Source: an optimization exercise on an open RTL-to-GDS flow (aim: small area, a short achievable clock period and few clock cycles per item). Production flows keep margins and buffers that such runs may drop.
Function was not checked in any run shown here: the RTL went through the layout flow alone.

**flow/flow/run.sh**
```bash
#!/bin/bash
# Standard synthesis (standard.sh synth, unchanged) and the standard ORFS
# layout, with changes only to the cells the layout steps may insert:
# - port buffers are buf_2 (buffer_ports -buffer_cell) instead of the
#   default delay buffer;
# - each layout step marks the delay buffers clkdlybuf4s* don't-use, so the
#   resizer's buffers are ordinary buffers.
set -euo pipefail
bash standard.sh synth > synth.log 2>&1
export BUFFER_PORTS_ARGS="-buffer_cell sky130_fd_sc_hd__buf_2"
H="$PWD/flow/dont_use.tcl"
for step in FLOORPLAN GLOBAL_PLACE RESIZE DETAIL_PLACE REPAIR_TIMING_POST_PLACE CTS GLOBAL_ROUTE DETAIL_ROUTE; do
  export PRE_${step}_TCL="$H"
done
bash standard.sh finish > layout.log 2>&1
```
**flow/design.v**
```verilog
module mulk_csa(input [23:0] v, output [23:0] s, output [23:0] c);
  wire ns = ~v[23];
  wire t1 = v[1] ^ v[4];
  wire t2 = v[1] & v[4];
  wire t3 = v[2] ^ v[5] ^ v[6];
  wire t4 = (v[2] & v[5]) | (v[2] & v[6]) | (v[5] & v[6]);
  wire t5 = v[8] ^ v[9];
  wire t6 = v[8] & v[9];
  wire t7 = v[3] ^ v[6] ^ v[7];
  wire t8 = (v[3] & v[6]) | (v[3] & v[7]) | (v[6] & v[7]);
  wire t9 = v[4] ^ v[7];
  wire t10 = v[4] & v[7];
  wire t11 = t1 ^ v[5] ^ v[7];
  wire t12 = (t1 & v[5]) | (t1 & v[7]) | (v[5] & v[7]);
  wire t13 = v[8] ^ v[10] ^ v[11];
  wire t14 = (v[8] & v[10]) | (v[8] & v[11]) | (v[10] & v[11]);
  wire t15 = t3 ^ t5 ^ v[11];
  wire t16 = (t3 & t5) | (t3 & v[11]) | (t5 & v[11]);
  wire t17 = v[12] ^ v[13] ^ v[15];
  wire t18 = (v[12] & v[13]) | (v[12] & v[15]) | (v[13] & v[15]);
  wire t19 = v[18] ^ v[19] ^ v[20];
  wire t20 = (v[18] & v[19]) | (v[18] & v[20]) | (v[19] & v[20]);
  wire t21 = t7 ^ v[9] ^ v[10];
  wire t22 = (t7 & v[9]) | (t7 & v[10]) | (v[9] & v[10]);
  wire t23 = v[12] ^ v[13] ^ v[14];
  wire t24 = (v[12] & v[13]) | (v[12] & v[14]) | (v[13] & v[14]);
  wire t25 = v[16] ^ v[19] ^ v[20];
  wire t26 = (v[16] & v[19]) | (v[16] & v[20]) | (v[19] & v[20]);
  wire t27 = v[21] ^ ns;
  wire t28 = v[21] & ns;
  wire t29 = t9 ^ v[8] ^ v[10];
  wire t30 = (t9 & v[8]) | (t9 & v[10]) | (v[8] & v[10]);
  wire t31 = v[11] ^ v[13] ^ v[14];
  wire t32 = (v[11] & v[13]) | (v[11] & v[14]) | (v[13] & v[14]);
  wire t33 = v[15] ^ v[17] ^ v[20];
  wire t34 = (v[15] & v[17]) | (v[15] & v[20]) | (v[17] & v[20]);
  wire t35 = v[21] ^ v[22] ^ 1'b1;
  wire t36 = (v[21] & v[22]) | (v[21] & 1'b1) | (v[22] & 1'b1);
  wire t37 = v[5] ^ v[8] ^ v[9];
  wire t38 = (v[5] & v[8]) | (v[5] & v[9]) | (v[8] & v[9]);
  wire t39 = v[11] ^ v[12] ^ v[14];
  wire t40 = (v[11] & v[12]) | (v[11] & v[14]) | (v[12] & v[14]);
  wire t41 = v[15] ^ v[16] ^ v[18];
  wire t42 = (v[15] & v[16]) | (v[15] & v[18]) | (v[16] & v[18]);
  wire t43 = v[21] ^ v[22] ^ ns;
  wire t44 = (v[21] & v[22]) | (v[21] & ns) | (v[22] & ns);
  wire t45 = v[6] ^ v[9] ^ v[10];
  wire t46 = (v[6] & v[9]) | (v[6] & v[10]) | (v[9] & v[10]);
  wire t47 = v[12] ^ v[13] ^ v[15];
  wire t48 = (v[12] & v[13]) | (v[12] & v[15]) | (v[13] & v[15]);
  wire t49 = v[16] ^ v[17] ^ v[19];
  wire t50 = (v[16] & v[17]) | (v[16] & v[19]) | (v[17] & v[19]);
  wire t51 = v[7] ^ v[10] ^ v[11];
  wire t52 = (v[7] & v[10]) | (v[7] & v[11]) | (v[10] & v[11]);
  wire t53 = v[13] ^ v[14] ^ v[16];
  wire t54 = (v[13] & v[14]) | (v[13] & v[16]) | (v[14] & v[16]);
  wire t55 = v[8] ^ v[11] ^ v[12];
  wire t56 = (v[8] & v[11]) | (v[8] & v[12]) | (v[11] & v[12]);
  wire t57 = v[14] ^ v[15];
  wire t58 = v[14] & v[15];
  wire t59 = v[9] ^ v[12] ^ v[13];
  wire t60 = (v[9] & v[12]) | (v[9] & v[13]) | (v[12] & v[13]);
  wire t61 = v[15] ^ v[16];
  wire t62 = v[15] & v[16];
  wire t63 = v[10] ^ v[13] ^ v[14];
  wire t64 = (v[10] & v[13]) | (v[10] & v[14]) | (v[13] & v[14]);
  wire t65 = v[11] ^ v[14];
  wire t66 = v[11] & v[14];
  wire t67 = t11 ^ t13 ^ v[12];
  wire t68 = (t11 & t13) | (t11 & v[12]) | (t13 & v[12]);
  wire t69 = v[14] ^ v[17];
  wire t70 = v[14] & v[17];
  wire t71 = t15 ^ t17 ^ t19;
  wire t72 = (t15 & t17) | (t15 & t19) | (t17 & t19);
  wire t73 = v[22] ^ ns ^ ns;
  wire t74 = (v[22] & ns) | (v[22] & ns) | (ns & ns);
  wire t75 = t2 ^ t12;
  wire t76 = t2 & t12;
  wire t77 = t21 ^ t23 ^ t25;
  wire t78 = (t21 & t23) | (t21 & t25) | (t23 & t25);
  wire t79 = t27 ^ t4 ^ t6;
  wire t80 = (t27 & t4) | (t27 & t6) | (t4 & t6);
  wire t81 = t16 ^ t18 ^ t20;
  wire t82 = (t16 & t18) | (t16 & t20) | (t18 & t20);
  wire t83 = t29 ^ t31 ^ t33;
  wire t84 = (t29 & t31) | (t29 & t33) | (t31 & t33);
  wire t85 = t35 ^ t8 ^ t22;
  wire t86 = (t35 & t8) | (t35 & t22) | (t8 & t22);
  wire t87 = t24 ^ t26 ^ t28;
  wire t88 = (t24 & t26) | (t24 & t28) | (t26 & t28);
  wire t89 = t37 ^ t39 ^ t41;
  wire t90 = (t37 & t39) | (t37 & t41) | (t39 & t41);
  wire t91 = t43 ^ t10 ^ t30;
  wire t92 = (t43 & t10) | (t43 & t30) | (t10 & t30);
  wire t93 = t32 ^ t34 ^ t36;
  wire t94 = (t32 & t34) | (t32 & t36) | (t34 & t36);
  wire t95 = t45 ^ t47 ^ t49;
  wire t96 = (t45 & t47) | (t45 & t49) | (t47 & t49);
  wire t97 = v[22] ^ ns ^ t38;
  wire t98 = (v[22] & ns) | (v[22] & t38) | (ns & t38);
  wire t99 = t40 ^ t42 ^ t44;
  wire t100 = (t40 & t42) | (t40 & t44) | (t42 & t44);
  wire t101 = t51 ^ t53 ^ v[17];
  wire t102 = (t51 & t53) | (t51 & v[17]) | (t53 & v[17]);
  wire t103 = v[18] ^ v[20] ^ ns;
  wire t104 = (v[18] & v[20]) | (v[18] & ns) | (v[20] & ns);
  wire t105 = t46 ^ t48 ^ t50;
  wire t106 = (t46 & t48) | (t46 & t50) | (t48 & t50);
  wire t107 = t55 ^ t57 ^ v[17];
  wire t108 = (t55 & t57) | (t55 & v[17]) | (t57 & v[17]);
  wire t109 = v[18] ^ v[19] ^ v[21];
  wire t110 = (v[18] & v[19]) | (v[18] & v[21]) | (v[19] & v[21]);
  wire t111 = 1'b1 ^ t52 ^ t54;
  wire t112 = (1'b1 & t52) | (1'b1 & t54) | (t52 & t54);
  wire t113 = t59 ^ t61 ^ v[18];
  wire t114 = (t59 & t61) | (t59 & v[18]) | (t61 & v[18]);
  wire t115 = v[19] ^ v[20] ^ v[22];
  wire t116 = (v[19] & v[20]) | (v[19] & v[22]) | (v[20] & v[22]);
  wire t117 = 1'b1 ^ t56 ^ t58;
  wire t118 = (1'b1 & t56) | (1'b1 & t58) | (t56 & t58);
  wire t119 = t63 ^ v[16] ^ v[17];
  wire t120 = (t63 & v[16]) | (t63 & v[17]) | (v[16] & v[17]);
  wire t121 = v[19] ^ v[20] ^ v[21];
  wire t122 = (v[19] & v[20]) | (v[19] & v[21]) | (v[20] & v[21]);
  wire t123 = ns ^ t60 ^ t62;
  wire t124 = (ns & t60) | (ns & t62) | (t60 & t62);
  wire t125 = t65 ^ v[15] ^ v[17];
  wire t126 = (t65 & v[15]) | (t65 & v[17]) | (v[15] & v[17]);
  wire t127 = v[18] ^ v[20] ^ v[21];
  wire t128 = (v[18] & v[20]) | (v[18] & v[21]) | (v[20] & v[21]);
  wire t129 = v[22] ^ 1'b1 ^ t64;
  wire t130 = (v[22] & 1'b1) | (v[22] & t64) | (1'b1 & t64);
  wire t131 = v[12] ^ v[15] ^ v[16];
  wire t132 = (v[12] & v[15]) | (v[12] & v[16]) | (v[15] & v[16]);
  wire t133 = v[18] ^ v[19] ^ v[21];
  wire t134 = (v[18] & v[19]) | (v[18] & v[21]) | (v[19] & v[21]);
  wire t135 = v[22] ^ ns ^ t66;
  wire t136 = (v[22] & ns) | (v[22] & t66) | (ns & t66);
  wire t137 = v[13] ^ v[16] ^ v[17];
  wire t138 = (v[13] & v[16]) | (v[13] & v[17]) | (v[16] & v[17]);
  wire t139 = v[19] ^ v[20] ^ v[22];
  wire t140 = (v[19] & v[20]) | (v[19] & v[22]) | (v[20] & v[22]);
  wire t141 = v[14] ^ v[17] ^ v[18];
  wire t142 = (v[14] & v[17]) | (v[14] & v[18]) | (v[17] & v[18]);
  wire t143 = v[15] ^ v[18];
  wire t144 = v[15] & v[18];
  wire t145 = t67 ^ t69 ^ v[18];
  wire t146 = (t67 & t69) | (t67 & v[18]) | (t69 & v[18]);
  wire t147 = t71 ^ t73 ^ t75;
  wire t148 = (t71 & t73) | (t71 & t75) | (t73 & t75);
  wire t149 = t14 ^ t68;
  wire t150 = t14 & t68;
  wire t151 = t77 ^ t79 ^ t81;
  wire t152 = (t77 & t79) | (t77 & t81) | (t79 & t81);
  wire t153 = t72 ^ t74 ^ t76;
  wire t154 = (t72 & t74) | (t72 & t76) | (t74 & t76);
  wire t155 = t83 ^ t85 ^ t87;
  wire t156 = (t83 & t85) | (t83 & t87) | (t85 & t87);
  wire t157 = t78 ^ t80 ^ t82;
  wire t158 = (t78 & t80) | (t78 & t82) | (t80 & t82);
  wire t159 = t89 ^ t91 ^ t93;
  wire t160 = (t89 & t91) | (t89 & t93) | (t91 & t93);
  wire t161 = t84 ^ t86 ^ t88;
  wire t162 = (t84 & t86) | (t84 & t88) | (t86 & t88);
  wire t163 = t95 ^ t97 ^ t99;
  wire t164 = (t95 & t97) | (t95 & t99) | (t97 & t99);
  wire t165 = t90 ^ t92 ^ t94;
  wire t166 = (t90 & t92) | (t90 & t94) | (t92 & t94);
  wire t167 = t101 ^ t103 ^ t105;
  wire t168 = (t101 & t103) | (t101 & t105) | (t103 & t105);
  wire t169 = t96 ^ t98 ^ t100;
  wire t170 = (t96 & t98) | (t96 & t100) | (t98 & t100);
  wire t171 = t107 ^ t109 ^ t111;
  wire t172 = (t107 & t109) | (t107 & t111) | (t109 & t111);
  wire t173 = t102 ^ t104 ^ t106;
  wire t174 = (t102 & t104) | (t102 & t106) | (t104 & t106);
  wire t175 = t113 ^ t115 ^ t117;
  wire t176 = (t113 & t115) | (t113 & t117) | (t115 & t117);
  wire t177 = t108 ^ t110 ^ t112;
  wire t178 = (t108 & t110) | (t108 & t112) | (t110 & t112);
  wire t179 = t119 ^ t121 ^ t123;
  wire t180 = (t119 & t121) | (t119 & t123) | (t121 & t123);
  wire t181 = t114 ^ t116 ^ t118;
  wire t182 = (t114 & t116) | (t114 & t118) | (t116 & t118);
  wire t183 = t125 ^ t127 ^ t129;
  wire t184 = (t125 & t127) | (t125 & t129) | (t127 & t129);
  wire t185 = t120 ^ t122 ^ t124;
  wire t186 = (t120 & t122) | (t120 & t124) | (t122 & t124);
  wire t187 = t131 ^ t133 ^ t135;
  wire t188 = (t131 & t133) | (t131 & t135) | (t133 & t135);
  wire t189 = t126 ^ t128 ^ t130;
  wire t190 = (t126 & t128) | (t126 & t130) | (t128 & t130);
  wire t191 = t137 ^ t139 ^ ns;
  wire t192 = (t137 & t139) | (t137 & ns) | (t139 & ns);
  wire t193 = t132 ^ t134 ^ t136;
  wire t194 = (t132 & t134) | (t132 & t136) | (t134 & t136);
  wire t195 = t141 ^ v[20] ^ v[21];
  wire t196 = (t141 & v[20]) | (t141 & v[21]) | (v[20] & v[21]);
  wire t197 = ns ^ t138 ^ t140;
  wire t198 = (ns & t138) | (ns & t140) | (t138 & t140);
  wire t199 = t143 ^ v[19] ^ v[21];
  wire t200 = (t143 & v[19]) | (t143 & v[21]) | (v[19] & v[21]);
  wire t201 = v[22] ^ 1'b1 ^ t142;
  wire t202 = (v[22] & 1'b1) | (v[22] & t142) | (1'b1 & t142);
  wire t203 = v[16] ^ v[19] ^ v[20];
  wire t204 = (v[16] & v[19]) | (v[16] & v[20]) | (v[19] & v[20]);
  wire t205 = v[22] ^ ns ^ t144;
  wire t206 = (v[22] & ns) | (v[22] & t144) | (ns & t144);
  wire t207 = v[17] ^ v[20] ^ v[21];
  wire t208 = (v[17] & v[20]) | (v[17] & v[21]) | (v[20] & v[21]);
  wire t209 = v[18] ^ v[21];
  wire t210 = v[18] & v[21];
  wire t211 = t145 ^ v[19];
  wire t212 = t145 & v[19];
  wire t213 = t147 ^ t149 ^ t70;
  wire t214 = (t147 & t149) | (t147 & t70) | (t149 & t70);
  wire t215 = t151 ^ t153 ^ t148;
  wire t216 = (t151 & t153) | (t151 & t148) | (t153 & t148);
  wire t217 = t155 ^ t157 ^ t152;
  wire t218 = (t155 & t157) | (t155 & t152) | (t157 & t152);
  wire t219 = t159 ^ t161 ^ t156;
  wire t220 = (t159 & t161) | (t159 & t156) | (t161 & t156);
  wire t221 = t163 ^ t165 ^ t160;
  wire t222 = (t163 & t165) | (t163 & t160) | (t165 & t160);
  wire t223 = t167 ^ t169 ^ t164;
  wire t224 = (t167 & t169) | (t167 & t164) | (t169 & t164);
  wire t225 = t171 ^ t173 ^ t168;
  wire t226 = (t171 & t173) | (t171 & t168) | (t173 & t168);
  wire t227 = t175 ^ t177 ^ t172;
  wire t228 = (t175 & t177) | (t175 & t172) | (t177 & t172);
  wire t229 = t179 ^ t181 ^ t176;
  wire t230 = (t179 & t181) | (t179 & t176) | (t181 & t176);
  wire t231 = t183 ^ t185 ^ t180;
  wire t232 = (t183 & t185) | (t183 & t180) | (t185 & t180);
  wire t233 = t187 ^ t189 ^ t184;
  wire t234 = (t187 & t189) | (t187 & t184) | (t189 & t184);
  wire t235 = t191 ^ t193 ^ t188;
  wire t236 = (t191 & t193) | (t191 & t188) | (t193 & t188);
  wire t237 = t195 ^ t197 ^ t192;
  wire t238 = (t195 & t197) | (t195 & t192) | (t197 & t192);
  wire t239 = t199 ^ t201 ^ t196;
  wire t240 = (t199 & t201) | (t199 & t196) | (t201 & t196);
  wire t241 = t203 ^ t205 ^ t200;
  wire t242 = (t203 & t205) | (t203 & t200) | (t205 & t200);
  wire t243 = t207 ^ ns ^ t204;
  wire t244 = (t207 & ns) | (t207 & t204) | (ns & t204);
  wire t245 = t209 ^ v[22] ^ 1'b1;
  wire t246 = (t209 & v[22]) | (t209 & 1'b1) | (v[22] & 1'b1);
  wire t247 = v[19] ^ v[22] ^ ns;
  wire t248 = (v[19] & v[22]) | (v[19] & ns) | (v[22] & ns);
  wire t249 = t211 ^ v[21];
  wire t250 = t211 & v[21];
  wire t251 = t213 ^ t146 ^ t212;
  wire t252 = (t213 & t146) | (t213 & t212) | (t146 & t212);
  wire t253 = t215 ^ t150 ^ t214;
  wire t254 = (t215 & t150) | (t215 & t214) | (t150 & t214);
  wire t255 = t217 ^ t154 ^ t216;
  wire t256 = (t217 & t154) | (t217 & t216) | (t154 & t216);
  wire t257 = t219 ^ t158 ^ t218;
  wire t258 = (t219 & t158) | (t219 & t218) | (t158 & t218);
  wire t259 = t221 ^ t162 ^ t220;
  wire t260 = (t221 & t162) | (t221 & t220) | (t162 & t220);
  wire t261 = t223 ^ t166 ^ t222;
  wire t262 = (t223 & t166) | (t223 & t222) | (t166 & t222);
  wire t263 = t225 ^ t170 ^ t224;
  wire t264 = (t225 & t170) | (t225 & t224) | (t170 & t224);
  wire t265 = t227 ^ t174 ^ t226;
  wire t266 = (t227 & t174) | (t227 & t226) | (t174 & t226);
  wire t267 = t229 ^ t178 ^ t228;
  wire t268 = (t229 & t178) | (t229 & t228) | (t178 & t228);
  wire t269 = t231 ^ t182 ^ t230;
  wire t270 = (t231 & t182) | (t231 & t230) | (t182 & t230);
  wire t271 = t233 ^ t186 ^ t232;
  wire t272 = (t233 & t186) | (t233 & t232) | (t186 & t232);
  wire t273 = t235 ^ t190 ^ t234;
  wire t274 = (t235 & t190) | (t235 & t234) | (t190 & t234);
  wire t275 = t237 ^ t194 ^ t236;
  wire t276 = (t237 & t194) | (t237 & t236) | (t194 & t236);
  wire t277 = t239 ^ t198 ^ t238;
  wire t278 = (t239 & t198) | (t239 & t238) | (t198 & t238);
  wire t279 = t241 ^ t202 ^ t240;
  wire t280 = (t241 & t202) | (t241 & t240) | (t202 & t240);
  wire t281 = t243 ^ t206 ^ t242;
  wire t282 = (t243 & t206) | (t243 & t242) | (t206 & t242);
  wire t283 = t245 ^ t208 ^ t244;
  wire t284 = (t245 & t208) | (t245 & t244) | (t208 & t244);
  wire t285 = t247 ^ t210 ^ t246;
  wire t286 = (t247 & t210) | (t247 & t246) | (t210 & t246);
  wire t287 = v[20] ^ ns ^ t248;
  wire t288 = (v[20] & ns) | (v[20] & t248) | (ns & t248);
  wire t289 = v[21] ^ 1'b1;
  wire t290 = v[21] & 1'b1;
  wire t291 = v[22] ^ 1'b1;
  wire t292 = v[22] & 1'b1;
  wire [23:0] r0 = {1'b1, ns, t291, t289, t287, t285, t283, t281, t279, t277, t275, t273, t271, t269, t267, t265, t263, t261, t259, t257, t255, t253, t251, t249};
  wire [23:0] r1 = {1'b0, t292, t290, t288, t286, t284, t282, t280, t278, t276, t274, t272, t270, t268, t266, t264, t262, t260, t258, t256, t254, t252, t250, v[22]};
  assign s = r0;
  assign c = r1;
endmodule
module givens8_cordic
(
	input						clk,
	input						rst_n,
	input						start,
	input		[2:0]			index,
	input		[383:0]		data_in,
	output	[383:0]		data_out,
	output					done
);
	localparam [3:0] K_LAST = 4'd4;	 
	reg		[383:0]		r;			 
	reg		[2:0]			idx;
	reg						done_r;
	reg		[3:0]			k   [0:15];	 
	reg		[15:0]		busy;		 
	reg		[15:0]		pre;		 
	reg		[15:0]		rot;		 
	reg		[15:0]		scl;		 
	reg		[15:0]		neg;		 
	assign done = done_r;
	assign data_out = r;
	genvar i;
	wire [7:0] imsb;
	generate for (i = 0; i < 8; i = i + 1) begin : g_msb
		assign imsb[i] = data_in[192 + 24*i + 23];
	end endgenerate
	wire [383:0] lane;
	generate for (i = 0; i < 16; i = i + 1) begin : g_lane
		wire [3:0] kk = k[i];
		wire signed [23:0] ov = r[24*i +: 24];
		wire signed [23:0] pv = r[24*(i ^ 8) +: 24];
		wire [23:0] a = pre[i] ? 24'd0 : ov;
		wire [23:0] psh = pv >>> kk;
		wire [24:0] sum = {a, 1'b1} + {psh ^ {24{neg[i]}}, neg[i]};
		assign lane[24*i +: 24] = sum[24:1];
	end endgenerate
	wire [7:0] lmsb;
	generate for (i = 0; i < 8; i = i + 1) begin : g_lmsb
		assign lmsb[i] = lane[192 + 24*i + 23];
	end endgenerate
	wire snext = lmsb[idx];
	wire [383:0] ring;
	generate for (i = 0; i < 4; i = i + 1) begin : g_ring
		wire [23:0] e0 = r[24*(2*i)       +: 24];
		wire [23:0] e1 = r[192 + 24*(2*i) +: 24];
		wire [23:0] e2 = r[24*(2*i+1)     +: 24];
		wire [23:0] e3 = r[192 + 24*(2*i+1) +: 24];
		wire [23:0] ps, pc;
		reg  [23:0] qs, qc;
		mulk_csa u_csa (.v(e3), .s(ps), .c(pc));
		always @(posedge clk) begin
			qs <= ps;
			qc <= pc;
		end
		assign ring[24*(2*i)       +: 24] = qs + qc;
		assign ring[192 + 24*(2*i) +: 24] = e0;
		assign ring[24*(2*i+1)     +: 24] = e1;
		assign ring[192 + 24*(2*i+1) +: 24] = e2;
	end endgenerate
	generate for (i = 0; i < 16; i = i + 1) begin : g_seq
		wire go = start & ~busy[i];
		wire isy = (i >= 8);
		always @(posedge clk) begin
			if (busy[i] | start)
				r[24*i +: 24] <= rot[i] ? lane[24*i +: 24] :
				                 scl[i] ? ring[24*i +: 24] : data_in[24*i +: 24];
		end
		always @(posedge clk or negedge rst_n) begin
			if (!rst_n) begin
				busy[i] <= 1'b0;
				pre[i]  <= 1'b0;
				rot[i]  <= 1'b0;
				scl[i]  <= 1'b0;
				k[i]    <= 4'd0;
				neg[i]  <= 1'b0;
			end
			else if (go) begin
				busy[i] <= 1'b1;
				pre[i]  <= 1'b1;
				rot[i]  <= 1'b1;
				scl[i]  <= 1'b0;
				k[i]    <= 4'd0;
				neg[i]  <= imsb[index] ^ isy;
			end
			else if (busy[i]) begin
				pre[i] <= 1'b0;
				neg[i] <= snext ^ isy;
				if (!pre[i]) k[i] <= k[i] + 4'd1;
				if (rot[i] && !pre[i] && k[i] == 4'd15) begin
					rot[i] <= 1'b0;
					scl[i] <= 1'b1;
				end
				if (scl[i] && k[i] == K_LAST) begin
					busy[i] <= 1'b0;
					scl[i]  <= 1'b0;
				end
			end
		end
	end endgenerate
	always @(posedge clk) begin
		if (start & ~busy[0]) idx <= index;
	end
	always @(posedge clk or negedge rst_n) begin
		if (!rst_n)
			done_r <= 1'b0;
		else if (start & ~busy[0])
			done_r <= 1'b0;
		else if (scl[0] && k[0] == K_LAST)
			done_r <= 1'b1;
	end
endmodule
```
**flow/constraint.sdc**
```tcl
create_clock -name core_clock -period 20.0 [get_ports {clk}]
set_input_delay 4.0000 -clock core_clock [delete_from_list [all_inputs] [get_ports {clk}]]
set_output_delay 4.0000 -clock core_clock [all_outputs]
set_load 0.01 [all_outputs]
```
**flow/config.mk**
```make
export PLATFORM = sky130hd
export DESIGN_NAME = givens8_cordic
export DESIGN_NICKNAME = givens8_cordic
export VERILOG_FILES = /design/flow/design.v
export SDC_FILE = /design/flow/constraint.sdc
export NUM_CORES = 4
export LEC_CHECK = 0
export CAP_MARGIN = 20
export CORE_MARGIN = 2
export CORE_UTILIZATION = 40
export SLEW_MARGIN = 65
```
**flow/flow/dont_use.tcl**
```tcl
# Sourced at the start of each layout step: keep the resizer from picking the
# slow delay buffers (clkdlybuf4s*) for the buffers it inserts.
set_dont_use [get_lib_cells sky130_fd_sc_hd__clkdlybuf4s*]
```
**flow/standard.sh**
```bash
#!/bin/bash
# synth_recipe.tcl (not shown) runs the flow's synth.tcl, then flattens the netlist and writes it again
# the make line also repeats each setting of config.mk as NAME=value (left out here)
make -C /OpenROAD-flow-scripts/flow DESIGN_CONFIG=/design/flow/config.mk WORK_HOME=/design/flow/orfs CLKGATE_MAP_FILE= SYNTH_SCRIPT=/design/flow/synth_recipe.tcl "${@:-finish}"
```
==> results_dict.tcl, run 1 <==
set metrics [dict create \
    cts_tree "built" \
    fmax_ghz 0.1458 \
    cp.depth 21 \
    slew_headroom_pct 62.64 \
    cp-start-kind "flip-flop" \
    endpoint_kind "flip-flop" \
    dpl.hpwl_um 257600 \
    setup_slack_ns 13.14 \
    coreArea_um2 211900 \
    layout_common_cells "buf_2 (913), nand2_1 (908), o21ai_0 (838), inv_1 (725), mux2i_1 (695)" \
    clkTransAtPathRegs_ns 0.06 \
    avgSynthCellArea_um2 8.844 \
    post-route-util_pct 45.50 \
    crit_end "neg[2]" \
    clk-insertion-delay-late_ns 0.76 \
    nFillCells 20800 \
    htree_levels 3 \
    worstPathCellList "buf_2 > mux2_2 > o21ai_0 > mux2i_1 > a21oi_1 > xnor2_1 > ha_1 > nor2b_1 > and3_1 > o41ai_2 > a21oi_1 > o21ai_0 > o21ai_0 > o41ai_2 > o31ai_1 > xnor2_2 > nor2b_1 > a2111oi_4 > buf_2 > or4_4 > a21oi_2" \
    numCtsBuffers 96 \
    skew_ns 0.02502 \
    avgRoutedWirePerCell_um 24.27 \
    period_share_pct 34.30 \
    io_pins 775 \
    nets 11720 \
    cts_root_buf "clkbuf_16" \
    finalCriticalPeriod_ns 6.861 \
    reg2reg_to "neg[2]" \
    cp-startpoint "k[9][1]" \
    required_ns 20.67 \
    route.detailed.drc 0 \
    worstMarginPinSlew_ns 0.5448 \
    grt_antenna_before_repair 34 \
    fp.dieH_um 465.7 \
    tns_ns 0 \
    grt_usage_pct 28.76 \
    clock_sinks 712 \
    crit_buf_inv 2 \
    synth-warning-count 2 \
    r2r_cells 21 \
    hold_viol_final 0 \
    critical_path.slowest_cell "or4_4" \
    first_pass_iters 6 \
    viasPerCell 5.724 \
    critical_path.most_common_cell "o21ai_0" \
    synth_top_flop_cell "edfxtp_1" \
    setup_violations 0 \
    postCtsHoldBufs 0 \
    grt_pass1_wl_um 473900 \
    critical-path-top-delay-family "compound AO/OA/AOI/OAI gates" \
    postSynthRegisterBits 712 \
    critPathKind "reg -> reg" \
    grt_max_degree 70 \
    syn_nets 11090 \
    die-area_um2 216800 \
    gp_congestion 0.9634 \
    ant_nets 0 \
    drt_iter0_drc 6952 \
    reg2reg_slack_ns 13.14 \
    seq_area_frac_synth_pct 22.11 \
    die_w_um 465.7 \
    layout-drive-gt1-share_pct 17.15 \
    dp.cells 12980 \
    grt_pass1_vias 74110 \
    drt-total-wl_um 320200 \
    synth_edf_count 387 \
    netlist_area_um2 85250 \
    overflow 0 \
    vias 75530 \
    start_util_pct 40.24 \
    crit_fanout 18 \
    async_reset_ff_share_pct 20.37 \
    syn2layout_area_growth_pct 13.08 \
    final_common_cell "buf_2" \
    place_ws_ns 13.29 \
    cp.arrival_ns 7.53 \
    slew_violations 0 \
    outcome "finished clean" \
    io_buffers 774 \
    yosysUniqueCellTypes 89 \
    grt_setup_unrepaired "false" \
    syn-instance-count 9640 \
    fin_cells 13200 \
    rows 169 \
    post-cts-setup-buffer-count 0 \
    clock_path_buffers 3 \
    max_stage_delay_ns 0.69 \
    maxCapViolations 0 \
    cts_resized 0 \
    reg2reg_from "k[9][1]" \
    hold_class "reg -> reg" \
]
## synthesized netlist by cell type, types with 79 or more instances
master / n / area, um^2
a31oi_1: 79 / 494.2
ha_1: 576 / 7207
mux2_2: 142 / 1599
nand2b_1: 94 / 588.1
xnor2_1: 611 / 5351
a21oi_1: 553 / 2768
mux2i_1: 703 / 7037
xor2_1: 185 / 1620
fa_1: 480 / 9609
nor2_1: 614 / 2305
nand3_1: 120 / 600.6
mux4_2: 162 / 3649
dfrtp_1: 145 / 3628
edfxtp_1: 387 / 11620
dfxtp_1: 180 / 3603
nand2_1: 909 / 3412
nor2b_1: 461 / 2884
a21o_1: 141 / 1059
o21ai_0: 845 / 4229
a211oi_1: 105 / 788.3
clkbuf_1: 406 / 1524
nor3_1: 107 / 535.5
buf_1: 98 / 367.9
inv_1: 755 / 2834
## through the flow
step	hold WS (ns)	cell area [um^2]
2_1_floorplan	0.4643	85250
3_3_place_gp	0.4877	91260
3_5_place_dp	0.5075	92650
4_1_cts	0.5087	95970
5_1_grt	0.5427	96380
6_report	0.5082	96400
## sequential cells by signal, summed over array words and instances, names as in the netlist
register,flops
g_ring.qs,92
rot,16
r,384
g_ring.qc,88
idx,3
done_r,1
scl,16
k,64
neg,16
busy,16
pre,16
## layer usage
layer,GRT usage (%),vias to the layer above,part of all wire (%)
met3,4.680,554,7.4
met5,0,-,0.017
li1,-,34950,-
met2,45.30,2949,45
met4,13.14,8,4.8
met1,38.67,37070,43
## worst reg2reg max path, cell delays in order (launching register included)
cell,delay (ns)
dfrtp_2,0.56
buf_2,0.45
mux2_2,0.40
o21ai_0,0.28
mux2i_1,0.18
a21oi_1,0.20
xnor2_1,0.09
ha_1,0.37
nor2b_1,0.17
and3_1,0.20
o41ai_2,0.45
a21oi_1,0.21
o21ai_0,0.38
o21ai_0,0.24
o41ai_2,0.43
o31ai_1,0.20
xnor2_2,0.48
nor2b_1,0.28
a2111oi_4,0.10
buf_2,0.19
or4_4,0.69
a21oi_2,0.22
## how the worst min path moves through the flow
stage,start,endpoint,slack (ns),cells after the start
floorplan,busy[15],pre[15],0.46,1
global placement,done_r,done_r,0.49,2
detailed placement,busy[15],pre[15],0.51,1
CTS,busy[15],pre[15],0.51,1
global route,busy[15],pre[15],0.54,1
finish,busy[15],pre[15],0.51,1
## logic make-up (layout without fill, tap and decap cells)
family	Yosys count	in the layout	synth area share [%]
compound gates	2220	2220	15.69
fa+ha+maj	1056	1056	19.72
flops	712	712	22.11
xor+xnor	796	796	8.178
buf+inv	1306	2022	5.816
other cells	0	18	0
mux	1011	1011	14.50
simple gates	2539	2539	13.97
## area by class of cell
type	instances	area, um^2	share of cell area (%)
Sequential cell	712	19040	19.75
Tap cell	2821	3530	3.661
Clock inverter	38	380.4	0.3946
Timing Repair Buffer	1057	5692	5.904
Antenna cell	18	45.04	0.04672
Clock buffer	142	2944	3.054
Inverter	785	2988	3.099
Multi-Input combinational cell	7622	61790	64.09
==> inputs of run 2 (changes only) <==
--- a/flow/design.v
+++ b/flow/design.v
@@ -1,2 +1,144 @@
+module add24(input [23:0] a, input [23:0] b, input ci, output [23:0] s);
+  wire [23:0] p0 = a ^ b;
+  wire [23:0] g0 = a & b;
+  wire G0 = g0[0] | (p0[0] & ci);
+  wire P0 = 1'b0;
+  wire G1 = g0[2] | (p0[2] & g0[1]);
+  wire P1 = p0[2] & p0[1];
+  wire G2 = g0[4] | (p0[4] & g0[3]);
+  wire P2 = p0[4] & p0[3];
+  wire G3 = g0[6] | (p0[6] & g0[5]);
+  wire P3 = p0[6] & p0[5];
+  wire G4 = g0[8] | (p0[8] & g0[7]);
+  wire P4 = p0[8] & p0[7];
+  wire G5 = g0[10] | (p0[10] & g0[9]);
+  wire P5 = p0[10] & p0[9];
+  wire G6 = g0[12] | (p0[12] & g0[11]);
+  wire P6 = p0[12] & p0[11];
+  wire G7 = g0[14] | (p0[14] & g0[13]);
+  wire P7 = p0[14] & p0[13];
+  wire G8 = g0[16] | (p0[16] & g0[15]);
+  wire P8 = p0[16] & p0[15];
+  wire G9 = g0[18] | (p0[18] & g0[17]);
+  wire P9 = p0[18] & p0[17];
+  wire G10 = g0[20] | (p0[20] & g0[19]);
+  wire P10 = p0[20] & p0[19];
+  wire G11 = g0[22] | (p0[22] & g0[21]);
+  wire P11 = p0[22] & p0[21];
+  wire G12 = G1 | (P1 & G0);
+  wire P12 = P1 & P0;
+  wire G13 = G2 | (P2 & G1);
+  wire P13 = P2 & P1;
+  wire G14 = G3 | (P3 & G2);
+  wire P14 = P3 & P2;
+  wire G15 = G4 | (P4 & G3);
+  wire P15 = P4 & P3;
+  wire G16 = G5 | (P5 & G4);
+  wire P16 = P5 & P4;
+  wire G17 = G6 | (P6 & G5);
+  wire P17 = P6 & P5;
+  wire G18 = G7 | (P7 & G6);
+  wire P18 = P7 & P6;
+  wire G19 = G8 | (P8 & G7);
+  wire P19 = P8 & P7;
+  wire G20 = G9 | (P9 & G8);
+  wire P20 = P9 & P8;
+  wire G21 = G10 | (P10 & G9);
+  wire P21 = P10 & P9;
+  wire G22 = G11 | (P11 & G10);
+  wire P22 = P11 & P10;
+  wire G23 = G13 | (P13 & G0);
+  wire P23 = P13 & P0;
+  wire G24 = G14 | (P14 & G12);
+  wire P24 = P14 & P12;
+  wire G25 = G15 | (P15 & G13);
+  wire P25 = P15 & P13;
+  wire G26 = G16 | (P16 & G14);
+  wire P26 = P16 & P14;
+  wire G27 = G17 | (P17 & G15);
+  wire P27 = P17 & P15;
+  wire G28 = G18 | (P18 & G16);
+  wire P28 = P18 & P16;
+  wire G29 = G19 | (P19 & G17);
+  wire P29 = P19 & P17;
+  wire G30 = G20 | (P20 & G18);
+  wire P30 = P20 & P18;
+  wire G31 = G21 | (P21 & G19);
+  wire P31 = P21 & P19;
+  wire G32 = G22 | (P22 & G20);
+  wire P32 = P22 & P20;
+  wire G33 = G25 | (P25 & G0);
+  wire P33 = P25 & P0;
+  wire G34 = G26 | (P26 & G12);
+  wire P34 = P26 & P12;
+  wire G35 = G27 | (P27 & G23);
+  wire P35 = P27 & P23;
+  wire G36 = G28 | (P28 & G24);
+  wire P36 = P28 & P24;
+  wire G37 = G29 | (P29 & G25);
+  wire P37 = P29 & P25;
+  wire G38 = G30 | (P30 & G26);
+  wire P38 = P30 & P26;
+  wire G39 = G31 | (P31 & G27);
+  wire P39 = P31 & P27;
+  wire G40 = G32 | (P32 & G28);
+  wire P40 = P32 & P28;
+  wire G41 = G37 | (P37 & G0);
+  wire P41 = P37 & P0;
+  wire G42 = G38 | (P38 & G12);
+  wire P42 = P38 & P12;
+  wire G43 = G39 | (P39 & G23);
+  wire P43 = P39 & P23;
+  wire G44 = G40 | (P40 & G24);
+  wire P44 = P40 & P24;
+  wire G45 = g0[1] | (p0[1] & G0);
+  wire P45 = p0[1] & P0;
+  wire G46 = g0[3] | (p0[3] & G12);
+  wire P46 = p0[3] & P12;
+  wire G47 = g0[5] | (p0[5] & G23);
+  wire P47 = p0[5] & P23;
+  wire G48 = g0[7] | (p0[7] & G24);
+  wire P48 = p0[7] & P24;
+  wire G49 = g0[9] | (p0[9] & G33);
+  wire P49 = p0[9] & P33;
+  wire G50 = g0[11] | (p0[11] & G34);
+  wire P50 = p0[11] & P34;
+  wire G51 = g0[13] | (p0[13] & G35);
+  wire P51 = p0[13] & P35;
+  wire G52 = g0[15] | (p0[15] & G36);
+  wire P52 = p0[15] & P36;
+  wire G53 = g0[17] | (p0[17] & G41);
+  wire P53 = p0[17] & P41;
+  wire G54 = g0[19] | (p0[19] & G42);
+  wire P54 = p0[19] & P42;
+  wire G55 = g0[21] | (p0[21] & G43);
+  wire P55 = p0[21] & P43;
+  wire G56 = g0[23] | (p0[23] & G44);
+  wire P56 = p0[23] & P44;
+  assign s[0] = p0[0] ^ ci;
+  assign s[1] = p0[1] ^ G0;
+  assign s[2] = p0[2] ^ G45;
+  assign s[3] = p0[3] ^ G12;
+  assign s[4] = p0[4] ^ G46;
+  assign s[5] = p0[5] ^ G23;
+  assign s[6] = p0[6] ^ G47;
+  assign s[7] = p0[7] ^ G24;
+  assign s[8] = p0[8] ^ G48;
+  assign s[9] = p0[9] ^ G33;
+  assign s[10] = p0[10] ^ G49;
+  assign s[11] = p0[11] ^ G34;
+  assign s[12] = p0[12] ^ G50;
+  assign s[13] = p0[13] ^ G35;
+  assign s[14] = p0[14] ^ G51;
+  assign s[15] = p0[15] ^ G36;
+  assign s[16] = p0[16] ^ G52;
+  assign s[17] = p0[17] ^ G41;
+  assign s[18] = p0[18] ^ G53;
+  assign s[19] = p0[19] ^ G42;
+  assign s[20] = p0[20] ^ G54;
+  assign s[21] = p0[21] ^ G43;
+  assign s[22] = p0[22] ^ G55;
+  assign s[23] = p0[23] ^ G44;
+endmodule
 module mulk_csa(input [23:0] v, output [23:0] s, output [23:0] c);
   wire ns = ~v[23];
@@ -310,34 +452,34 @@
 	localparam [3:0] K_LAST = 4'd4;	 
 	reg		[383:0]		r;			 
-	reg		[2:0]			idx;
+	reg		[7:0]			ysn;		 
+	reg		[2:0]			idx [0:7];	 
 	reg						done_r;
-	reg		[3:0]			k   [0:15];	 
-	reg		[15:0]		busy;		 
-	reg		[15:0]		pre;		 
-	reg		[15:0]		rot;		 
-	reg		[15:0]		scl;		 
-	reg		[15:0]		neg;		 
+	reg		[3:0]			ka  [0:7];	 
+	reg		[3:0]			kb  [0:7];	 
+	reg		[7:0]			busy;		 
+	reg		[7:0]			pre;		 
+	reg		[7:0]			rot;		 
+	reg		[7:0]			scl;		 
 	assign done = done_r;
 	assign data_out = r;
 	genvar i;
-	wire [7:0] imsb;
-	generate for (i = 0; i < 8; i = i + 1) begin : g_msb
-		assign imsb[i] = data_in[192 + 24*i + 23];
-	end endgenerate
+	wire [7:0] ymsb = ~ysn;
 	wire [383:0] lane;
-	generate for (i = 0; i < 16; i = i + 1) begin : g_lane
-		wire [3:0] kk = k[i];
-		wire signed [23:0] ov = r[24*i +: 24];
-		wire signed [23:0] pv = r[24*(i ^ 8) +: 24];
-		wire [23:0] a = pre[i] ? 24'd0 : ov;
-		wire [23:0] psh = pv >>> kk;
-		wire [24:0] sum = {a, 1'b1} + {psh ^ {24{neg[i]}}, neg[i]};
-		assign lane[24*i +: 24] = sum[24:1];
-	end endgenerate
-	wire [7:0] lmsb;
-	generate for (i = 0; i < 8; i = i + 1) begin : g_lmsb
-		assign lmsb[i] = lane[192 + 24*i + 23];
+	generate for (i = 0; i < 8; i = i + 1) begin : g_lane
+		wire [2:0] pi = idx[i];
+		wire sgn = ymsb[pi];
+		wire [3:0] kya = ka[i];
+		wire [3:0] kxb = kb[i];
+		wire signed [23:0] xv = r[24*i +: 24];
+		wire signed [23:0] yv = r[192 + 24*i +: 24];
+		wire [23:0] ax = pre[i] ? 24'd0 : xv;
+		wire [23:0] ay = pre[i] ? 24'd0 : yv;
+		wire [23:0] ysh = yv >>> kya;
+		wire [23:0] xsh = xv >>> kxb;
+		wire [24:0] sx = {ax, 1'b1} + {ysh ^ {24{sgn}}, sgn};
+		wire [24:0] sy = {ay, 1'b1} + {xsh ^ {24{~sgn}}, ~sgn};
+		assign lane[24*i +: 24]       = sx[24:1];
+		assign lane[192 + 24*i +: 24] = sy[24:1];
 	end endgenerate
-	wire snext = lmsb[idx];
 	wire [383:0] ring;
 	generate for (i = 0; i < 4; i = i + 1) begin : g_ring
@@ -353,16 +495,21 @@
 			qc <= pc;
 		end
-		assign ring[24*(2*i)       +: 24] = qs + qc;
+		add24 u_cpa (.a(qs), .b(qc), .ci(1'b0), .s(ring[24*(2*i) +: 24]));
 		assign ring[192 + 24*(2*i) +: 24] = e0;
 		assign ring[24*(2*i+1)     +: 24] = e1;
 		assign ring[192 + 24*(2*i+1) +: 24] = e2;
 	end endgenerate
-	generate for (i = 0; i < 16; i = i + 1) begin : g_seq
+	generate for (i = 0; i < 8; i = i + 1) begin : g_pair
 		wire go = start & ~busy[i];
-		wire isy = (i >= 8);
+		wire [23:0] xd = rot[i] ? lane[24*i +: 24] :
+		                 scl[i] ? ring[24*i +: 24] : data_in[24*i +: 24];
+		wire [23:0] yd = rot[i] ? lane[192 + 24*i +: 24] :
+		                 scl[i] ? ring[192 + 24*i +: 24] : data_in[192 + 24*i +: 24];
 		always @(posedge clk) begin
-			if (busy[i] | start)
-				r[24*i +: 24] <= rot[i] ? lane[24*i +: 24] :
-				                 scl[i] ? ring[24*i +: 24] : data_in[24*i +: 24];
+			if (busy[i] | start) begin
+				r[24*i +: 24]       <= xd;
+				r[192 + 24*i +: 24] <= yd;
+				ysn[i]              <= ~yd[23];
+			end
 		end
 		always @(posedge clk or negedge rst_n) begin
@@ -372,6 +519,7 @@
 				rot[i]  <= 1'b0;
 				scl[i]  <= 1'b0;
-				k[i]    <= 4'd0;
-				neg[i]  <= 1'b0;
+				ka[i]   <= 4'd0;
+				kb[i]   <= 4'd0;
+				idx[i]  <= 3'd0;
 			end
 			else if (go) begin
@@ -380,16 +528,19 @@
 				rot[i]  <= 1'b1;
 				scl[i]  <= 1'b0;
-				k[i]    <= 4'd0;
-				neg[i]  <= imsb[index] ^ isy;
+				ka[i]   <= 4'd0;
+				kb[i]   <= 4'd0;
+				idx[i]  <= index;
 			end
 			else if (busy[i]) begin
 				pre[i] <= 1'b0;
-				neg[i] <= snext ^ isy;
-				if (!pre[i]) k[i] <= k[i] + 4'd1;
-				if (rot[i] && !pre[i] && k[i] == 4'd15) begin
+				if (!pre[i]) begin
+					ka[i] <= ka[i] + 4'd1;
+					kb[i] <= kb[i] + 4'd1;
+				end
+				if (rot[i] && !pre[i] && ka[i] == 4'd15) begin
 					rot[i] <= 1'b0;
 					scl[i] <= 1'b1;
 				end
-				if (scl[i] && k[i] == K_LAST) begin
+				if (scl[i] && ka[i] == K_LAST) begin
 					busy[i] <= 1'b0;
 					scl[i]  <= 1'b0;
@@ -398,7 +549,4 @@
 		end
 	end endgenerate
-	always @(posedge clk) begin
-		if (start & ~busy[0]) idx <= index;
-	end
 	always @(posedge clk or negedge rst_n) begin
 		if (!rst_n)
@@ -406,5 +554,5 @@
 		else if (start & ~busy[0])
 			done_r <= 1'b0;
-		else if (scl[0] && k[0] == K_LAST)
+		else if (scl[0] && ka[0] == K_LAST)
 			done_r <= 1'b1;
 	end
--- a/flow/config.mk
+++ b/flow/config.mk
@@ -9,3 +9,6 @@
 export CORE_MARGIN = 2
 export CORE_UTILIZATION = 40
+export CTS_BUF_LIST = sky130_fd_sc_hd__clkbuf_8 sky130_fd_sc_hd__clkbuf_16
+export CTS_CLUSTER_DIAMETER = 100
+export CTS_CLUSTER_SIZE = 20
 export SLEW_MARGIN = 65
==> run 2 against run 1 <==
Flip-flop and latch count fell by 19. Global-route usage decreased by 0.94 points. Critical path type is now reg -> out. Critical endpoint is now data_out[380]. Highest routed layer unchanged.
==> results_dict.tcl, run 2 <==
set metrics [dict create \
    overflow 0 \
    yosysTopAreaCell "edfxtp_1" \
    cts_resized 0 \
    cts_root_buf "clkbuf_16" \
    clock_path_buffers 3 \
    avgSynthCellArea_um2 8.948 \
    clkTransAtPathRegs_ns 0.10 \
    hold_viol_final 0 \
    dp.cells 12830 \
    postCtsHoldBufs 0 \
    maxCapViolations 0 \
    syn-instance-count 9479 \
    drt-total-wl_um 311300 \
    seq_area_frac_synth_pct 21.70 \
    coreArea_um2 211500 \
    drt_iter0_drc 6511 \
    place_area_um2 92700 \
    async_reset_ff_share_pct 17.46 \
    start_util_pct 40.11 \
    r2r_cells 18 \
    tns_ns 0 \
    synth-warning-count 4 \
    syn_nets 10960 \
    post-cts-setup-buffer-count 0 \
    grt_pass1_wl_um 461300 \
    numCtsBuffers 57 \
    synth_area_leaders "edfxtp_1 (14%), fa_1 (12%), ha_1 (8.4%)" \
    top_regs "r: 384 flops, g_ring.qs: 92 flops, g_ring.qc: 88 flops" \
    first_pass_iters 6 \
    gp_congestion 0.9957 \
    layout-drive-gt1-share_pct 17.05 \
    outcome "finished clean" \
    synth.most_common_cell "nand2_1" \
    yosysUniqueCellTypes 92 \
    final_common_cell "nand2_1" \
    postSynthRegisterBits 693 \
    worstMarginPinSlew_ns 0.5708 \
    viasPerCell 5.674 \
    clk-insertion-delay-late_ns 0.76 \
    synth_top_flop_cell "edfxtp_1" \
    period_share_pct 29.69 \
    slew_headroom_pct 60.86 \
    regMostFlops "r" \
    synth_top_cell_area_share_pct 13.88 \
    layout_common_cells "nand2_1 (946), buf_2 (872), o21ai_0 (821), inv_1 (729), mux2i_1 (634)" \
    fin_cells 12980 \
    htree_levels 2 \
    nets 11570 \
    post-route-util_pct 45.00 \
    finalCriticalPeriod_ns 5.939 \
    die-area_um2 215800 \
    io_buffers 774 \
    vias 73640 \
    ant_nets 0 \
    ys_top_cells_by_count "nand2_1 (946), o21ai_0 (827), inv_1 (759)" \
    grt_setup_unrepaired "false" \
    io_pins 775 \
    largest_register_ffs 384 \
    netlist_area_um2 84820 \
    grt_usage_pct 27.82 \
    clock_sinks 693 \
    setup_violations 0 \
    slew_violations 0 \
    worstHoldPathCells 0 \
    synth_edf_count 392 \
    endpoint_kind "output pin" \
    grt_max_degree 88 \
    cp-start-kind "flip-flop" \
    fmax_ghz 0.1684 \
    crit_fanout 4 \
    syn2layout_area_growth_pct 12.18 \
    critPathKind "reg -> out" \
    grt_pass1_vias 72410 \
    cts_tree "built" \
    required_ns 16.00 \
    fp.dieH_um 464.5 \
    rows 169 \
    grt_antenna_before_repair 26 \
    design_area_um2 95150 \
    route.detailed.drc 0 \
    skew_ns 0.06181 \
    die_w_um 464.5 \
    hold_class "reg -> reg" \
    cp.arrival_ns 1.94 \
    avgRoutedWirePerCell_um 23.99 \
    dpl.hpwl_um 250200 \
]
[run 2: changes by cell type after synthesis, moves of 47 or more]
| cell | change |
|---|---|
| nor3_1 | -47 |
| xor2_1 | +132 |
| o21ai_1 | +64 |
| nor2_1 | -102 |
| xnor2_1 | -139 |
| nor2b_1 | -52 |
| a21o_1 | +103 |
[run 2: per-layer routing]
metal	track usage [%]	part of all wire [%]	up-vias
met2	44.47	46	2786
met1	38.17	44	36070
met4	10.89	4.2	4
li1	-	-	34300
met5	0	0.0090	-
met3	3.560	6.5	485
[run 2: kinds of logic (layout without fill, tap and decap cells)]
group	after synthesis	count (layout)	synth area share, %
compound gates	2266	2266	16.01
xor+xnor	789	789	8.147
fa+ha+maj	1088	1088	20.65
buf+inv	1284	1946	5.754
flops	693	693	21.70
mux	998	998	14.83
other cells	0	17	0
simple gates	2361	2361	12.92
[run 2: critical path, stage by stage (launching register included)]
cell	delay (ns)
edfxtp_1	0.47
buf_4	0.23
buf_1	0.28
buf_2	0.19
[run 2: layout make-up]
type / instances / area (um^2)
fillers: 20760 / 116300
well taps: 2821 / 3530
diodes: 17 / 42.54
flip-flops and latches: 693 / 18540
repair buffers: 1066 / 6080
clock inverters: 46 / 449.2
multi-input cells: 7502 / 62050
clock buffers: 62 / 1529
inverters: 772 / 2935
[run 2: per-stage QoR]
stage               setup slack (ns)  hold WS [ns]
finish                         14.06        0.5183
global route                   13.96        0.5421
CTS                            13.98        0.5155
detailed placement             13.67        0.5124
global placement               12.87        0.5041
floorplan                      13.71        0.4636
[run 2: worst paths after layout]
path	start	slack (ns)	end
setup / recovery	r[380]	14.06	data_out[380]
hold / removal	r[286]	0.52	g_ring[1].qc[0]
setup reg to reg	kb[1][1]	14.30	ysn[1]
hold reg to reg	r[286]	0.52	g_ring[1].qc[0]
max in group asynchronous	rst_n	15.74	scl[1]
min in group asynchronous	rst_n	3.04	ka[6][1]
==> inputs of run 3 (changes only) <==
--- a/flow/design.v
+++ b/flow/design.v
@@ -28,116 +28,86 @@
   wire G12 = G1 | (P1 & G0);
   wire P12 = P1 & P0;
-  wire G13 = G2 | (P2 & G1);
-  wire P13 = P2 & P1;
-  wire G14 = G3 | (P3 & G2);
-  wire P14 = P3 & P2;
-  wire G15 = G4 | (P4 & G3);
-  wire P15 = P4 & P3;
-  wire G16 = G5 | (P5 & G4);
-  wire P16 = P5 & P4;
-  wire G17 = G6 | (P6 & G5);
-  wire P17 = P6 & P5;
-  wire G18 = G7 | (P7 & G6);
-  wire P18 = P7 & P6;
-  wire G19 = G8 | (P8 & G7);
-  wire P19 = P8 & P7;
-  wire G20 = G9 | (P9 & G8);
-  wire P20 = P9 & P8;
-  wire G21 = G10 | (P10 & G9);
-  wire P21 = P10 & P9;
-  wire G22 = G11 | (P11 & G10);
-  wire P22 = P11 & P10;
-  wire G23 = G13 | (P13 & G0);
-  wire P23 = P13 & P0;
-  wire G24 = G14 | (P14 & G12);
-  wire P24 = P14 & P12;
-  wire G25 = G15 | (P15 & G13);
-  wire P25 = P15 & P13;
-  wire G26 = G16 | (P16 & G14);
-  wire P26 = P16 & P14;
-  wire G27 = G17 | (P17 & G15);
-  wire P27 = P17 & P15;
-  wire G28 = G18 | (P18 & G16);
-  wire P28 = P18 & P16;
-  wire G29 = G19 | (P19 & G17);
-  wire P29 = P19 & P17;
-  wire G30 = G20 | (P20 & G18);
-  wire P30 = P20 & P18;
-  wire G31 = G21 | (P21 & G19);
-  wire P31 = P21 & P19;
-  wire G32 = G22 | (P22 & G20);
-  wire P32 = P22 & P20;
-  wire G33 = G25 | (P25 & G0);
-  wire P33 = P25 & P0;
-  wire G34 = G26 | (P26 & G12);
-  wire P34 = P26 & P12;
-  wire G35 = G27 | (P27 & G23);
-  wire P35 = P27 & P23;
-  wire G36 = G28 | (P28 & G24);
-  wire P36 = P28 & P24;
-  wire G37 = G29 | (P29 & G25);
-  wire P37 = P29 & P25;
-  wire G38 = G30 | (P30 & G26);
-  wire P38 = P30 & P26;
-  wire G39 = G31 | (P31 & G27);
-  wire P39 = P31 & P27;
-  wire G40 = G32 | (P32 & G28);
-  wire P40 = P32 & P28;
-  wire G41 = G37 | (P37 & G0);
-  wire P41 = P37 & P0;
-  wire G42 = G38 | (P38 & G12);
-  wire P42 = P38 & P12;
-  wire G43 = G39 | (P39 & G23);
-  wire P43 = P39 & P23;
-  wire G44 = G40 | (P40 & G24);
-  wire P44 = P40 & P24;
-  wire G45 = g0[1] | (p0[1] & G0);
-  wire P45 = p0[1] & P0;
-  wire G46 = g0[3] | (p0[3] & G12);
-  wire P46 = p0[3] & P12;
-  wire G47 = g0[5] | (p0[5] & G23);
-  wire P47 = p0[5] & P23;
-  wire G48 = g0[7] | (p0[7] & G24);
-  wire P48 = p0[7] & P24;
-  wire G49 = g0[9] | (p0[9] & G33);
-  wire P49 = p0[9] & P33;
-  wire G50 = g0[11] | (p0[11] & G34);
-  wire P50 = p0[11] & P34;
-  wire G51 = g0[13] | (p0[13] & G35);
-  wire P51 = p0[13] & P35;
-  wire G52 = g0[15] | (p0[15] & G36);
-  wire P52 = p0[15] & P36;
-  wire G53 = g0[17] | (p0[17] & G41);
-  wire P53 = p0[17] & P41;
-  wire G54 = g0[19] | (p0[19] & G42);
-  wire P54 = p0[19] & P42;
-  wire G55 = g0[21] | (p0[21] & G43);
-  wire P55 = p0[21] & P43;
-  wire G56 = g0[23] | (p0[23] & G44);
-  wire P56 = p0[23] & P44;
+  wire G13 = G3 | (P3 & G2);
+  wire P13 = P3 & P2;
+  wire G14 = G5 | (P5 & G4);
+  wire P14 = P5 & P4;
+  wire G15 = G7 | (P7 & G6);
+  wire P15 = P7 & P6;
+  wire G16 = G9 | (P9 & G8);
+  wire P16 = P9 & P8;
+  wire G17 = G11 | (P11 & G10);
+  wire P17 = P11 & P10;
+  wire G18 = G13 | (P13 & G12);
+  wire P18 = P13 & P12;
+  wire G19 = G15 | (P15 & G14);
+  wire P19 = P15 & P14;
+  wire G20 = G17 | (P17 & G16);
+  wire P20 = P17 & P16;
+  wire G21 = G19 | (P19 & G18);
+  wire P21 = P19 & P18;
+  wire G22 = G20 | (P20 & G21);
+  wire P22 = P20 & P21;
+  wire G23 = G14 | (P14 & G18);
+  wire P23 = P14 & P18;
+  wire G24 = G16 | (P16 & G21);
+  wire P24 = P16 & P21;
+  wire G25 = G2 | (P2 & G12);
+  wire P25 = P2 & P12;
+  wire G26 = G4 | (P4 & G18);
+  wire P26 = P4 & P18;
+  wire G27 = G6 | (P6 & G23);
+  wire P27 = P6 & P23;
+  wire G28 = G8 | (P8 & G21);
+  wire P28 = P8 & P21;
+  wire G29 = G10 | (P10 & G24);
+  wire P29 = P10 & P24;
+  wire G30 = g0[1] | (p0[1] & G0);
+  wire P30 = p0[1] & P0;
+  wire G31 = g0[3] | (p0[3] & G12);
+  wire P31 = p0[3] & P12;
+  wire G32 = g0[5] | (p0[5] & G25);
+  wire P32 = p0[5] & P25;
+  wire G33 = g0[7] | (p0[7] & G18);
+  wire P33 = p0[7] & P18;
+  wire G34 = g0[9] | (p0[9] & G26);
+  wire P34 = p0[9] & P26;
+  wire G35 = g0[11] | (p0[11] & G23);
+  wire P35 = p0[11] & P23;
+  wire G36 = g0[13] | (p0[13] & G27);
+  wire P36 = p0[13] & P27;
+  wire G37 = g0[15] | (p0[15] & G21);
+  wire P37 = p0[15] & P21;
+  wire G38 = g0[17] | (p0[17] & G28);
+  wire P38 = p0[17] & P28;
+  wire G39 = g0[19] | (p0[19] & G24);
+  wire P39 = p0[19] & P24;
+  wire G40 = g0[21] | (p0[21] & G29);
+  wire P40 = p0[21] & P29;
+  wire G41 = g0[23] | (p0[23] & G22);
+  wire P41 = p0[23] & P22;
   assign s[0] = p0[0] ^ ci;
   assign s[1] = p0[1] ^ G0;
-  assign s[2] = p0[2] ^ G45;
+  assign s[2] = p0[2] ^ G30;
   assign s[3] = p0[3] ^ G12;
-  assign s[4] = p0[4] ^ G46;
-  assign s[5] = p0[5] ^ G23;
-  assign s[6] = p0[6] ^ G47;
-  assign s[7] = p0[7] ^ G24;
-  assign s[8] = p0[8] ^ G48;
-  assign s[9] = p0[9] ^ G33;
-  assign s[10] = p0[10] ^ G49;
-  assign s[11] = p0[11] ^ G34;
-  assign s[12] = p0[12] ^ G50;
-  assign s[13] = p0[13] ^ G35;
-  assign s[14] = p0[14] ^ G51;
-  assign s[15] = p0[15] ^ G36;
-  assign s[16] = p0[16] ^ G52;
-  assign s[17] = p0[17] ^ G41;
-  assign s[18] = p0[18] ^ G53;
-  assign s[19] = p0[19] ^ G42;
-  assign s[20] = p0[20] ^ G54;
-  assign s[21] = p0[21] ^ G43;
-  assign s[22] = p0[22] ^ G55;
-  assign s[23] = p0[23] ^ G44;
+  assign s[4] = p0[4] ^ G31;
+  assign s[5] = p0[5] ^ G25;
+  assign s[6] = p0[6] ^ G32;
+  assign s[7] = p0[7] ^ G18;
+  assign s[8] = p0[8] ^ G33;
+  assign s[9] = p0[9] ^ G26;
+  assign s[10] = p0[10] ^ G34;
+  assign s[11] = p0[11] ^ G23;
+  assign s[12] = p0[12] ^ G35;
+  assign s[13] = p0[13] ^ G27;
+  assign s[14] = p0[14] ^ G36;
+  assign s[15] = p0[15] ^ G21;
+  assign s[16] = p0[16] ^ G37;
+  assign s[17] = p0[17] ^ G28;
+  assign s[18] = p0[18] ^ G38;
+  assign s[19] = p0[19] ^ G24;
+  assign s[20] = p0[20] ^ G39;
+  assign s[21] = p0[21] ^ G29;
+  assign s[22] = p0[22] ^ G40;
+  assign s[23] = p0[23] ^ G22;
 endmodule
 module mulk_csa(input [23:0] v, output [23:0] s, output [23:0] c);
@@ -456,5 +426,4 @@
 	reg						done_r;
 	reg		[3:0]			ka  [0:7];	 
-	reg		[3:0]			kb  [0:7];	 
 	reg		[7:0]			busy;		 
 	reg		[7:0]			pre;		 
@@ -470,5 +439,4 @@
 		wire sgn = ymsb[pi];
 		wire [3:0] kya = ka[i];
-		wire [3:0] kxb = kb[i];
 		wire signed [23:0] xv = r[24*i +: 24];
 		wire signed [23:0] yv = r[192 + 24*i +: 24];
@@ -476,9 +444,7 @@
 		wire [23:0] ay = pre[i] ? 24'd0 : yv;
 		wire [23:0] ysh = yv >>> kya;
-		wire [23:0] xsh = xv >>> kxb;
-		wire [24:0] sx = {ax, 1'b1} + {ysh ^ {24{sgn}}, sgn};
-		wire [24:0] sy = {ay, 1'b1} + {xsh ^ {24{~sgn}}, ~sgn};
-		assign lane[24*i +: 24]       = sx[24:1];
-		assign lane[192 + 24*i +: 24] = sy[24:1];
+		wire [23:0] xsh = xv >>> kya;
+		add24 u_ax (.a(ax), .b(ysh ^ {24{sgn}}),  .ci(sgn),  .s(lane[24*i +: 24]));
+		add24 u_ay (.a(ay), .b(xsh ^ {24{~sgn}}), .ci(~sgn), .s(lane[192 + 24*i +: 24]));
 	end endgenerate
 	wire [383:0] ring;
@@ -520,5 +486,4 @@
 				scl[i]  <= 1'b0;
 				ka[i]   <= 4'd0;
-				kb[i]   <= 4'd0;
 				idx[i]  <= 3'd0;
 			end
@@ -529,5 +494,4 @@
 				scl[i]  <= 1'b0;
 				ka[i]   <= 4'd0;
-				kb[i]   <= 4'd0;
 				idx[i]  <= index;
 			end
@@ -536,5 +500,4 @@
 				if (!pre[i]) begin
 					ka[i] <= ka[i] + 4'd1;
-					kb[i] <= kb[i] + 4'd1;
 				end
 				if (rot[i] && !pre[i] && ka[i] == 4'd15) begin
==> run 3 against run 2 <==
Count of clock-buffer cells in the layout is 5 lower. Non-clock buffer count is 1 lower. Area after synthesis is 4.9% lower. Largest cell class unchanged.
==> results_dict.tcl, run 3 <==
set metrics [dict create \
    netlist_area_um2 80670 \
    yosysTopAreaCell "fa_1" \
    critical-path-top-delay-family "compound AO/OA/AOI/OAI gates" \
    cts_root_buf "clkbuf_16" \
    synth_top_cell_area_share_pct 17.27 \
    synth.most_common_cell "nand2_1" \
    layout_common_cells "buf_2 (871), nand2_1 (802), inv_1 (776), fa_1 (696), o21ai_0 (628)" \
    route.detailed.drc 0 \
    regMostFlops "r" \
    avgSynthCellArea_um2 9.567 \
    grt_usage_pct 27.68 \
    largest_register_ffs 384 \
    die-area_um2 205300 \
    worstMarginPinSlew_ns 0.5553 \
    nets 10710 \
    required_ns 20.58 \
    clk-insertion-delay-late_ns 0.73 \
    dpl.hpwl_um 232500 \
    overflow 0 \
    finalCriticalPeriod_ns 6.023 \
    crit_fanout 15 \
    yosysUniqueCellTypes 85 \
    multiInputGateArea_um2 58570 \
    ys_top_cells_by_count "nand2_1 (802), inv_1 (786), fa_1 (696)" \
    setup_slack_ns 13.98 \
    endpoint_kind "flip-flop" \
    slew_violations 0 \
    cp-start-kind "flip-flop" \
    top_regs "r: 384 flops, g_ring.qs: 92 flops, g_ring.qc: 88 flops" \
    slew_headroom_pct 61.92 \
    postCtsHoldBufs 0 \
    hold_viol_final 0 \
    async_reset_ff_share_pct 13.46 \
    maxCapViolations 0 \
    critical_path.slowest_cell "edfxtp_1" \
    first_pass_iters 6 \
    synth_edf_count 392 \
    viasPerCell 5.664 \
    clock_path_buffers 3 \
    avgRoutedWirePerCell_um 24.61 \
    period_share_pct 30.11 \
    numCtsBuffers 52 \
    syn-instance-count 8432 \
    fin_hold_ws_ns 0.5302 \
    synth_area_leaders "fa_1 (17%), edfxtp_1 (15%), ha_1 (8.4%)" \
    grt_pass1_vias 67350 \
    drt_iter0_drc 5884 \
    cts_resized 0 \
    start_util_pct 40.32 \
    clock_sinks 661 \
    ant_nets 0 \
    max_stage_delay_ns 0.55 \
    coreArea_um2 200100 \
    tns_ns 0 \
    rows 164 \
    postSynthRegisterBits 661 \
    grt_antenna_before_repair 20 \
    gp_congestion 0.9599 \
    drt-total-wl_um 290300 \
    grt_pass1_wl_um 430400 \
    fmax_ghz 0.1660 \
    cts_tree "built" \
    htree_levels 2 \
    io_buffers 774 \
    skew_ns 0.03525 \
    layout-drive-gt1-share_pct 17.98 \
    fp.dieH_um 453.1 \
    cp.arrival_ns 6.60 \
    seq_area_frac_synth_pct 21.82 \
    io_pins 775 \
    synth-warning-count 3 \
    seqCellArea_um2 17750 \
    vias 66810 \
    place_ws_ns 13.59 \
    clkTransAtPathRegs_ns 0.09 \
    die_w_um 453.1 \
    final_common_cell "buf_2" \
    outcome "finished clean" \
    grt_setup_unrepaired "false" \
    critPathKind "reg -> reg" \
    post-cts-setup-buffer-count 0 \
    grt_max_degree 81 \
    synth_top_flop_cell "edfxtp_1" \
    crit_buf_inv 3 \
    syn2layout_area_growth_pct 12.56 \
    syn_nets 10060 \
    nFillCells 19230 \
    critical_path.most_common_cell "a21oi_1" \
    setup_violations 0 \
    worstPathCellList "buf_2 > mux4_2 > mux2i_4 > clkinv_1 > buf_2 > xnor2_1 > ha_1 > a21oi_1 > nor2b_1 > o21ai_0 > nand2b_1 > a311oi_2 > o21ai_1 > a221o_1 > o311ai_0 > a21oi_1 > a31oi_1 > fa_1 > a21oi_1" \
    hold_class "reg -> reg" \
]
## run 3: final timing paths
path                                 from   endpoint  slack, ns  cells past startpoint
worst max-delay path               ysn[1]     r[381]      13.98                     19
worst min-delay path            idx[6][1]  idx[6][1]       0.53                      2
worst max register to register     ysn[1]     r[381]      13.98                     19
worst min register to register  idx[6][1]  idx[6][1]       0.53                      2
max in group asynchronous           rst_n   ka[3][0]      15.89                      3
min in group asynchronous           rst_n   ka[6][2]       3.12                      1
## run 3: per-layer routing
layer	vias to the layer above	part of all wire, %	GRT usage, %	wire [um]
li1	30310	-	-	-
met1	33390	41	36.65	119900
met2	2630	47	45.11	136500
met3	487	6.9	4.115	20170
met4	0	4.7	11.64	13690
met5	-	0	0	0
## run 3: stage by stage
stage	instances	instance area (um^2)	utilization, %
final	11800	90800	45.38
after CTS	11750	90290	45.13
after global routing	11790	90790	45.38
after floorplan	8432	80670	-
after global placement	11510	86690	43.33
after detailed placement	11650	88480	44.23
## run 3: area by class of cell
type	count	share of cell area, %
multi-input cells	6491	64.51
clock buffers	57	1.546
repair buffers	1065	6.811
inverters	805	3.431
diodes	22	0.06063
flip-flops and latches	661	19.55
well taps	2656	3.660
clock inverters	39	0.4382
## run 3: logic make-up after synthesis
family                   synth area share [%]
XOR/XNOR                                6.905
AND/OR/NAND/NOR                         11.86
flip-flops                              21.82
AO/OA/AOI/OAI                           12.54
multiplexers                            15.12
adder cells (fa/ha/maj)                 25.71
buffers and inverters                   6.051
## run 3: worst reg2reg max path, stage by stage (launching register included)
cell,delay [ns]
edfxtp_1,0.55
buf_2,0.25
mux4_2,0.50
mux2i_4,0.26
clkinv_1,0.45
buf_2,0.42
xnor2_1,0.29
ha_1,0.32
a21oi_1,0.16
nor2b_1,0.06
o21ai_0,0.15
nand2b_1,0.09
a311oi_2,0.39
o21ai_1,0.22
a221o_1,0.47
o311ai_0,0.33
a21oi_1,0.16
a31oi_1,0.26
fa_1,0.43
a21oi_1,0.15

-- separate check: timing with driven ports --
Ports are ideal in the flow. The routed layouts listed here were re-timed in OpenROAD. Step 1 assumes that a clkbuf_16 drives the clock port and a buf_2 every other input. Step 2 moves the port delays by t, midway between the first and last clock arrival at a register: inputs arrive t later, outputs are due t later. That takes back most of the time a late clock gives input paths. Three values: no drivers, after step 1, after step 2; two values: the first two.
run | t, ns | setup WS [ns] | worst hold slack (ns)
run 1 | 0.837 | 13.139 / 13.139 / 13.139 | 0.508 / 0.508 / 0.508
run 2 | 0.806 | 14.061 / 13.980 / 13.764 | 0.518 / 0.518 / 0.518
run 3 | 0.798 | 13.977 / 13.977 / 13.602 | 0.530 / 0.530 / 0.530
After both steps setup and hold are still met in every run listed. The setup slack of run 3, which loses most, moves by 0.000 ns with the drivers and by -0.375 ns with both steps.
